What follows belongs to an exercise in optimizing a design on an open flow for small area; a production flow would make more cautious choices.
Function was checked by simulation only, so behaviour that the tests miss may differ from the original.
The flow treats the clock pin as an ideal source, which a real chip does not have.
No activity file was given, so power comes from the tool's default toggle rates.

Setup of fjord:
// camera_init
module camera_init (
	input clk,
	input reset_n,
	output ready,
	output wire sda_oe,
	output wire sda,
	input wire sda_in,
	output scl
);
Size in the first run: ~320 cells after synthesis.
==> flow/config.mk <==
export PLATFORM = sky130hd
export DESIGN_NAME = camera_init
export DESIGN_NICKNAME = camera_init
export VERILOG_FILES = /design/flow/design.v
export SDC_FILE = /design/flow/constraint.sdc
export NUM_CORES = 4
export LEC_CHECK = 0
export ABC_AREA = 1
export CAP_MARGIN = 20
export CELL_PAD_IN_SITES_DETAIL_PLACEMENT = 1
export CORE_MARGIN = 2
export CORE_UTILIZATION = 30
export GPL_TIMING_DRIVEN = 0
export SLEW_MARGIN = 20
==> flow/constraint.sdc <==
create_clock -name core_clock -period 10.0 [get_ports {clk}]
set_input_delay 2.0000 -clock core_clock [delete_from_list [all_inputs] [get_ports {clk}]]
set_output_delay 2.0000 -clock core_clock [all_outputs]
set_load 0.01 [all_outputs]
standard.sh (not shown) runs the stock make flow with config.mk's settings and CLKGATE_MAP_FILE= SYNTH_SCRIPT=/design/flow/synth_recipe.tcl, a recipe that flattens the netlist after the stock synthesis.
==> flow/flow/run.sh <==
#!/bin/bash
# Layout flow: the standard synthesis, then the combinational logic of
# its netlist is re-mapped by ABC with area-oriented scripts (the
# flip-flops are kept: same instances, names and cell types), then the standard flow's
# standard layout from floorplan to finish (port buffers of the smallest
# buffer cell; clock tree of clkbuf_8 without dummy loads, then its root
# buffer made a clkbuf_2 by flow/root_buf.tcl). The re-mapping (flow/resynth.tcl) is run
# with several random seeds, four at a time, and the smallest result is
# used. Each tool writes its own log into the work folder.
set -euo pipefail
W=$PWD
R=$W/orfs/results/$FLOW_PLATFORM/camera_init/base
YOSYS=${YOSYS_EXE:-$FLOW_HOME/../tools/install/yosys/bin/yosys}
LIB=$FLOW_HOME/platforms/$FLOW_PLATFORM/lib/sky130_fd_sc_hd__tt_025C_1v80.lib
JOBS=${NUM_CORES:-4}

bash standard.sh synth > $W/log_1_standard_synth.log 2>&1
cp $R/1_2_yosys.v $W/standard_1_2_yosys.v

resynth() {  # resynth SEED
  RS_LIB=$LIB RS_IN=$W/standard_1_2_yosys.v RS_OUT=$W/resynth_$1.v \
  RS_SEED=$1 RS_TIME=75 RS_TMP=$W/resynth_tmp_$1 RS_TOP=$FLOW_TOP \
  RS_STAT0=$W/resynth_stat_in.txt RS_STAT=$W/resynth_stat_$1.txt \
    $YOSYS -c $W/flow/resynth.tcl > $W/log_2_resynth_yosys_$1.log 2>&1 || true
}

NAMES="1 2 3 4 5 6 7 8 9 10 11 12"
n=0
for name in $NAMES; do
  resynth $name &
  n=$((n + 1))
  if (( n % JOBS == 0 )); then wait; fi
done
wait

best=""; best_area=""
for name in $NAMES; do
  a=$(awk '/Chip area/ {print $NF}' $W/resynth_stat_$name.txt 2>/dev/null || true)
  echo "$name ${a:-failed}" >> $W/resynth_choice.txt
  if [[ -n "$a" ]] && { [[ -z "$best" ]] || awk -v a="$a" -v b="$best_area" 'BEGIN {exit !(a < b)}'; }; then
    best=$name; best_area=$a
  fi
done
echo "chosen: $best, area $best_area" >> $W/resynth_choice.txt
cp $W/resynth_$best.v $R/1_2_yosys.v

CTS="-sink_clustering_enable -repair_clock_nets -buf_list sky130_fd_sc_hd__clkbuf_8 -dont_use_dummy_load"
bash standard.sh BUFFER_PORTS_ARGS="-buffer_cell sky130_fd_sc_hd__buf_1" CTS_ARGS="$CTS" cts > $W/log_3_standard_cts.log 2>&1
RB_DB=$R/4_cts.odb openroad -no_init -exit $W/flow/root_buf.tcl > $W/log_4_root_buf_openroad.log 2>&1
bash standard.sh BUFFER_PORTS_ARGS="-buffer_cell sky130_fd_sc_hd__buf_1" CTS_ARGS="$CTS" finish > $W/log_5_standard_finish.log 2>&1
==> flow/flow/resynth.tcl <==
# Re-map the combinational logic of the standard synthesis netlist for
# area. Sequential cells (and tie cells) stay black boxes, so every
# flip-flop keeps its instance, name and cell type.
# Step 1: ABC's deepsyn restructures the logic (seed RS_SEED), kept as
# simple gates. Step 2: several mapping scripts to the cell library are
# tried on that logic and the smallest result is kept.
yosys -import
set lib $::env(RS_LIB)
set seed $::env(RS_SEED)
set tmp $::env(RS_TMP)
read_liberty -ignore_miss_func $lib
foreach m {dfxtp_1 dfxtp_2 dfxtp_4 edfxtp_1 dfrtp_1 dfrtp_2 dfrtp_4 dfstp_1 dfstp_2 dfstp_4 dfxbp_1 dfxbp_2 dfrbp_1 dfrbp_2 dfbbn_1 dfbbp_1 dfsbp_1 dfsbp_2 edfxbp_1 conb_1} {
  catch { blackbox sky130_fd_sc_hd__$m }
}
read_verilog $::env(RS_IN)
hierarchy -top $::env(RS_TOP)
flatten
opt_clean -purge
tee -o $::env(RS_STAT0) stat -liberty $lib
set dont_use {}
foreach c {lpflow_bleeder_1 lpflow_clkbufkapwr_1 lpflow_clkbufkapwr_16 lpflow_clkbufkapwr_2 lpflow_clkbufkapwr_4 lpflow_clkbufkapwr_8 lpflow_clkinvkapwr_1 lpflow_clkinvkapwr_16 lpflow_clkinvkapwr_2 lpflow_clkinvkapwr_4 lpflow_clkinvkapwr_8 lpflow_decapkapwr_12 lpflow_decapkapwr_3 lpflow_decapkapwr_4 lpflow_decapkapwr_6 lpflow_decapkapwr_8 lpflow_inputiso0n_1 lpflow_inputiso0p_1 lpflow_inputiso1n_1 lpflow_inputiso1p_1 lpflow_inputisolatch_1 lpflow_isobufsrc_1 lpflow_isobufsrc_16 lpflow_isobufsrc_2 lpflow_isobufsrc_4 lpflow_isobufsrc_8 lpflow_isobufsrckapwr_16 lpflow_lsbuf_lh_hl_isowell_tap_1 lpflow_lsbuf_lh_hl_isowell_tap_2 lpflow_lsbuf_lh_hl_isowell_tap_4 lpflow_lsbuf_lh_isowell_4 lpflow_lsbuf_lh_isowell_tap_1 lpflow_lsbuf_lh_isowell_tap_2 lpflow_lsbuf_lh_isowell_tap_4 probe_p_8 probec_p_8} {
  lappend dont_use -dont_use sky130_fd_sc_hd__$c
}

proc write_script {name text} {
  set f [open $name w]
  puts $f $text
  close $f
}

# step 1
write_script $tmp.ds.abc "strash\n&get -n\n&deepsyn -T $::env(RS_TIME) -S $seed\n&put\nmap"
abc -script $tmp.ds.abc -g AND
opt_clean -purge
design -save ds

# step 2
set maps {
  "strash\ndch -f\namap -F 3 -A 10"
  "strash\ndch -f\namap -F 5 -A 20"
  "strash\ndch\namap -F 3 -A 10"
  "strash\n&get -n\n&dc2\n&put\ndch -f\namap -F 3 -A 10"
  "strash\n&get -n\n&dc2 -l\n&put\ndch -f\namap -F 3 -A 10"
  "strash\n&get -n\n&b\n&put\ndch -f\namap -F 3 -A 10"
  "strash\n&get -n\n&dch -f\n&put\ndch -f\namap -F 3 -A 10"
  "strash\ndc2\ndch -f\namap -F 3 -A 10"
  "strash\n&get -n\n&dch -f\n&nf -a -p -R 1000\n&put"
  "strash\n&get -n\n&dc2\n&dch -f\n&nf -a -p -R 1000\n&put"
}
set best ""
set best_area 0
set i 0
foreach m $maps {
  incr i
  design -load ds
  write_script $tmp.map$i.abc [subst -nocommands -novariables $m]
  abc -liberty $lib -script $tmp.map$i.abc {*}$dont_use
  opt_clean -purge
  tee -q -o $tmp.stat$i stat -liberty $lib
  set f [open $tmp.stat$i r]
  set txt [read $f]
  close $f
  if {[regexp {Chip area for module[^:]*: ([0-9.]+)} $txt -> a]} {
    puts "RESYNTH map $i area $a"
    if {$best eq "" || $a < $best_area} {
      set best $i
      set best_area $a
      design -save best
    }
  }
}
puts "RESYNTH chosen map $best area $best_area"
design -load best

hilomap -singleton -hicell sky130_fd_sc_hd__conb_1 HI -locell sky130_fd_sc_hd__conb_1 LO
opt_clean -purge
# names left by flattening the library cells contain '.': make them private
yosys rename -hide w:*.*
read_liberty -lib -ignore_redef -ignore_miss_func $lib
tee -o $::env(RS_STAT) stat -liberty $lib
check -assert -mapped
write_verilog -noattr -nohex -nodec $::env(RS_OUT)
==> flow/flow/root_buf.tcl <==
# After clock tree synthesis: the root buffer of the clock tree only drives
# the inputs of the leaf buffers, so give it the small clkbuf_2 cell (the
# leaf buffers, which drive the flip-flops, keep clkbuf_8). The smaller
# cell fits in the place of the larger one, so placement stays legal.
read_db $::env(RB_DB)
set block [ord::get_db_block]
set inst [$block findInst clkbuf_0_clk]
if { $inst != "NULL" } {
  set old [[$inst getMaster] getName]
  $inst swapMaster [[ord::get_db] findMaster sky130_fd_sc_hd__clkbuf_2]
  puts "root clock buffer [$inst getName]: $old -> [[$inst getMaster] getName]"
} else {
  puts "no root clock buffer clkbuf_0_clk found; nothing changed"
}
write_db $::env(RB_DB)
### fjord -> xenon
--- a/flow/flow/run.sh
+++ b/flow/flow/run.sh
@@ -4,6 +4,5 @@
 # flip-flops are kept: same instances, names and cell types), then the standard flow's
 # standard layout from floorplan to finish (port buffers of the smallest
-# buffer cell; clock tree of clkbuf_8 without dummy loads, then its root
-# buffer made a clkbuf_2 by flow/root_buf.tcl). The re-mapping (flow/resynth.tcl) is run
+# buffer cell; clock tree of clkbuf_8 without dummy loads). The re-mapping (flow/resynth.tcl) is run
 # with several random seeds, four at a time, and the smallest result is
 # used. Each tool writes its own log into the work folder.
@@ -46,5 +45,3 @@
 
 CTS="-sink_clustering_enable -repair_clock_nets -buf_list sky130_fd_sc_hd__clkbuf_8 -dont_use_dummy_load"
-bash standard.sh BUFFER_PORTS_ARGS="-buffer_cell sky130_fd_sc_hd__buf_1" CTS_ARGS="$CTS" cts > $W/log_3_standard_cts.log 2>&1
-RB_DB=$R/4_cts.odb openroad -no_init -exit $W/flow/root_buf.tcl > $W/log_4_root_buf_openroad.log 2>&1
-bash standard.sh BUFFER_PORTS_ARGS="-buffer_cell sky130_fd_sc_hd__buf_1" CTS_ARGS="$CTS" finish > $W/log_5_standard_finish.log 2>&1
+bash standard.sh BUFFER_PORTS_ARGS="-buffer_cell sky130_fd_sc_hd__buf_1" CTS_ARGS="$CTS" finish > $W/log_3_standard_finish.log 2>&1
--- a/flow/config.mk
+++ b/flow/config.mk
@@ -11,4 +11,4 @@
 export CORE_MARGIN = 2
 export CORE_UTILIZATION = 30
-export GPL_TIMING_DRIVEN = 0
+export CTS_BUF_LIST = sky130_fd_sc_hd__clkbuf_4 sky130_fd_sc_hd__clkbuf_8
 export SLEW_MARGIN = 20
removed: flow/flow/root_buf.tcl
Notes after the runs:
- Summary of the comparison: synthesized cell count is higher in xenon, relative to fjord.
- Changes observed in xenon relative to fjord: layout overhead on the synthesized area picked up an extra 0.45 points, total number of nets in the final design went up by 1.2%.
- Global-route usage (higher): xenon
- For via count of the first global-routing pass, fjord and xenon come out practically identical.
- Total length of routed met3 wires is lower on fjord
- On synthesized area, xenon tracks fjord almost exactly.
- Diff fjord -> xenon: met2 layer usage reported by global route moved up; wire length rose by 890 um; achievable clock frequency went up; die area neither gained nor lost much.
#### Input delta (lagoon over xenon)
--- a/flow/flow/run.sh
+++ b/flow/flow/run.sh
@@ -4,6 +4,7 @@
 # flip-flops are kept: same instances, names and cell types), then the standard flow's
 # standard layout from floorplan to finish (port buffers of the smallest
-# buffer cell; clock tree of clkbuf_8 without dummy loads). The re-mapping (flow/resynth.tcl) is run
-# with several random seeds, four at a time, and the smallest result is
+# buffer cell; clock tree of clkbuf_8 without dummy loads, then its root
+# buffer made a clkbuf_2 by flow/root_buf.tcl). The re-mapping (flow/resynth.tcl) is run
+# with several random seeds, eight at a time, and the smallest result is
 # used. Each tool writes its own log into the work folder.
 set -euo pipefail
@@ -12,5 +13,5 @@
 YOSYS=${YOSYS_EXE:-$FLOW_HOME/../tools/install/yosys/bin/yosys}
 LIB=$FLOW_HOME/platforms/$FLOW_PLATFORM/lib/sky130_fd_sc_hd__tt_025C_1v80.lib
-JOBS=${NUM_CORES:-4}
+JOBS=8
 
 bash standard.sh synth > $W/log_1_standard_synth.log 2>&1
@@ -19,10 +20,10 @@
 resynth() {  # resynth SEED
   RS_LIB=$LIB RS_IN=$W/standard_1_2_yosys.v RS_OUT=$W/resynth_$1.v \
-  RS_SEED=$1 RS_TIME=75 RS_TMP=$W/resynth_tmp_$1 RS_TOP=$FLOW_TOP \
+  RS_SEED=$1 RS_TIME=120 RS_TMP=$W/resynth_tmp_$1 RS_TOP=$FLOW_TOP \
   RS_STAT0=$W/resynth_stat_in.txt RS_STAT=$W/resynth_stat_$1.txt \
     $YOSYS -c $W/flow/resynth.tcl > $W/log_2_resynth_yosys_$1.log 2>&1 || true
 }
 
-NAMES="1 2 3 4 5 6 7 8 9 10 11 12"
+NAMES="$(seq -s " " 1 40)"
 n=0
 for name in $NAMES; do
@@ -45,3 +46,5 @@
 
 CTS="-sink_clustering_enable -repair_clock_nets -buf_list sky130_fd_sc_hd__clkbuf_8 -dont_use_dummy_load"
-bash standard.sh BUFFER_PORTS_ARGS="-buffer_cell sky130_fd_sc_hd__buf_1" CTS_ARGS="$CTS" finish > $W/log_3_standard_finish.log 2>&1
+bash standard.sh BUFFER_PORTS_ARGS="-buffer_cell sky130_fd_sc_hd__buf_1" CTS_ARGS="$CTS" cts > $W/log_3_standard_cts.log 2>&1
+RB_DB=$R/4_cts.odb openroad -no_init -exit $W/flow/root_buf.tcl > $W/log_4_root_buf_openroad.log 2>&1
+bash standard.sh BUFFER_PORTS_ARGS="-buffer_cell sky130_fd_sc_hd__buf_1" CTS_ARGS="$CTS" finish > $W/log_5_standard_finish.log 2>&1
==> flow/flow/root_buf.tcl (new file) <==
# After clock tree synthesis: the root buffer of the clock tree only drives
# the inputs of the leaf buffers, so give it the small clkbuf_2 cell (the
# leaf buffers, which drive the flip-flops, keep clkbuf_8). The smaller
# cell fits in the place of the larger one, so placement stays legal.
read_db $::env(RB_DB)
set block [ord::get_db_block]
set inst [$block findInst clkbuf_0_clk]
if { $inst != "NULL" } {
  set old [[$inst getMaster] getName]
  $inst swapMaster [[ord::get_db] findMaster sky130_fd_sc_hd__clkbuf_2]
  puts "root clock buffer [$inst getName]: $old -> [[$inst getMaster] getName]"
} else {
  puts "no root clock buffer clkbuf_0_clk found; nothing changed"
}
write_db $::env(RB_DB)
--- a/flow/config.mk
+++ b/flow/config.mk
@@ -11,4 +11,4 @@
 export CORE_MARGIN = 2
 export CORE_UTILIZATION = 30
-export CTS_BUF_LIST = sky130_fd_sc_hd__clkbuf_4 sky130_fd_sc_hd__clkbuf_8
+export GPL_TIMING_DRIVEN = 0
 export SLEW_MARGIN = 20
[summary]
Comparing xenon and lagoon, the higher post-synthesis average cell area is on lagoon.
In the metrics for xenon and lagoon, the one carrying the lower total power after layout is lagoon.
Compared with xenon, the router placed fewer vias in lagoon.
Area of combinational cells with multiple inputs: lagoon < xenon
Floorplan check, lagoon vs xenon: die outline smaller in lagoon
For the wire length of the first global-routing pass, lagoon came in 11% lower than xenon did.
When lagoon is set beside xenon, its synthesized cell count turns out to be 15 smaller.
Compared with xenon, lagoon has less setup slack.
Synthesized area (lower): lagoon
[inputs] willow vs lagoon
--- a/flow/flow/run.sh
+++ b/flow/flow/run.sh
@@ -25,5 +25,5 @@
 }
 
-NAMES="$(seq -s " " 1 40)"
+NAMES="21 $(seq -s " " 41 87)"
 n=0
 for name in $NAMES; do
Notes after the runs:
Comparing lagoon with willow, the proportion of cell area spent on the clock network came out essentially unchanged. Re number of standard cells in the final layout excluding fillers: no difference whatsoever between lagoon and willow. Per-cell via count in the routed design | willow below lagoon. Relative to lagoon, the total non-filler cell area in the finished layout measured on willow has increased slightly. The area of the core region in willow sits 4.8% above the value recorded for lagoon. From lagoon to willow the numbers moved as follows: slew at the pin closest to its max-slew limit up 0.12 ns, number of fill cells went up by 2.6%. The source of the critical timing path comes out counter[2] in one run and counter[4] in the other, namely in willow and lagoon respectively.

[port drivers added, routing unchanged]
In the flow no input, the clock included, has a driving cell. The finished layouts below were timed again as built, in two steps.
Step 1, drivers: a clkbuf_16 drives clk and a buf_2 each remaining input, both assumed.
Step 2 times the ports against the registers' clock, not the clock port: input delays grow and output delays shrink by t, the midpoint of the rising clock arrivals with the driver on.
Slacks: no drivers / after step 1 / after step 2; pairs: no drivers / after step 1.
run | shift t [ns] | setup WS [ns] | worst setup path at the end | latest minus earliest clock arrival (ns) | worst slew at a driven data input, ns
fjord | 0.283 | 2.792 / 2.772 / 3.055 | register to output | 0.013 / 0.014 | 0.03
xenon | 0.291 | 3.612 / 3.586 / 3.877 | register to output | 0.008 / 0.008 | 0.03
lagoon | 0.300 | 3.341 / 3.321 / 3.622 | register to output | 0.007 / 0.007 | 0.03
willow | 0.315 | 3.173 / 3.153 / 3.468 | register to output | 0.011 / 0.010 | 0.03
After both steps every run listed still meets setup and hold.
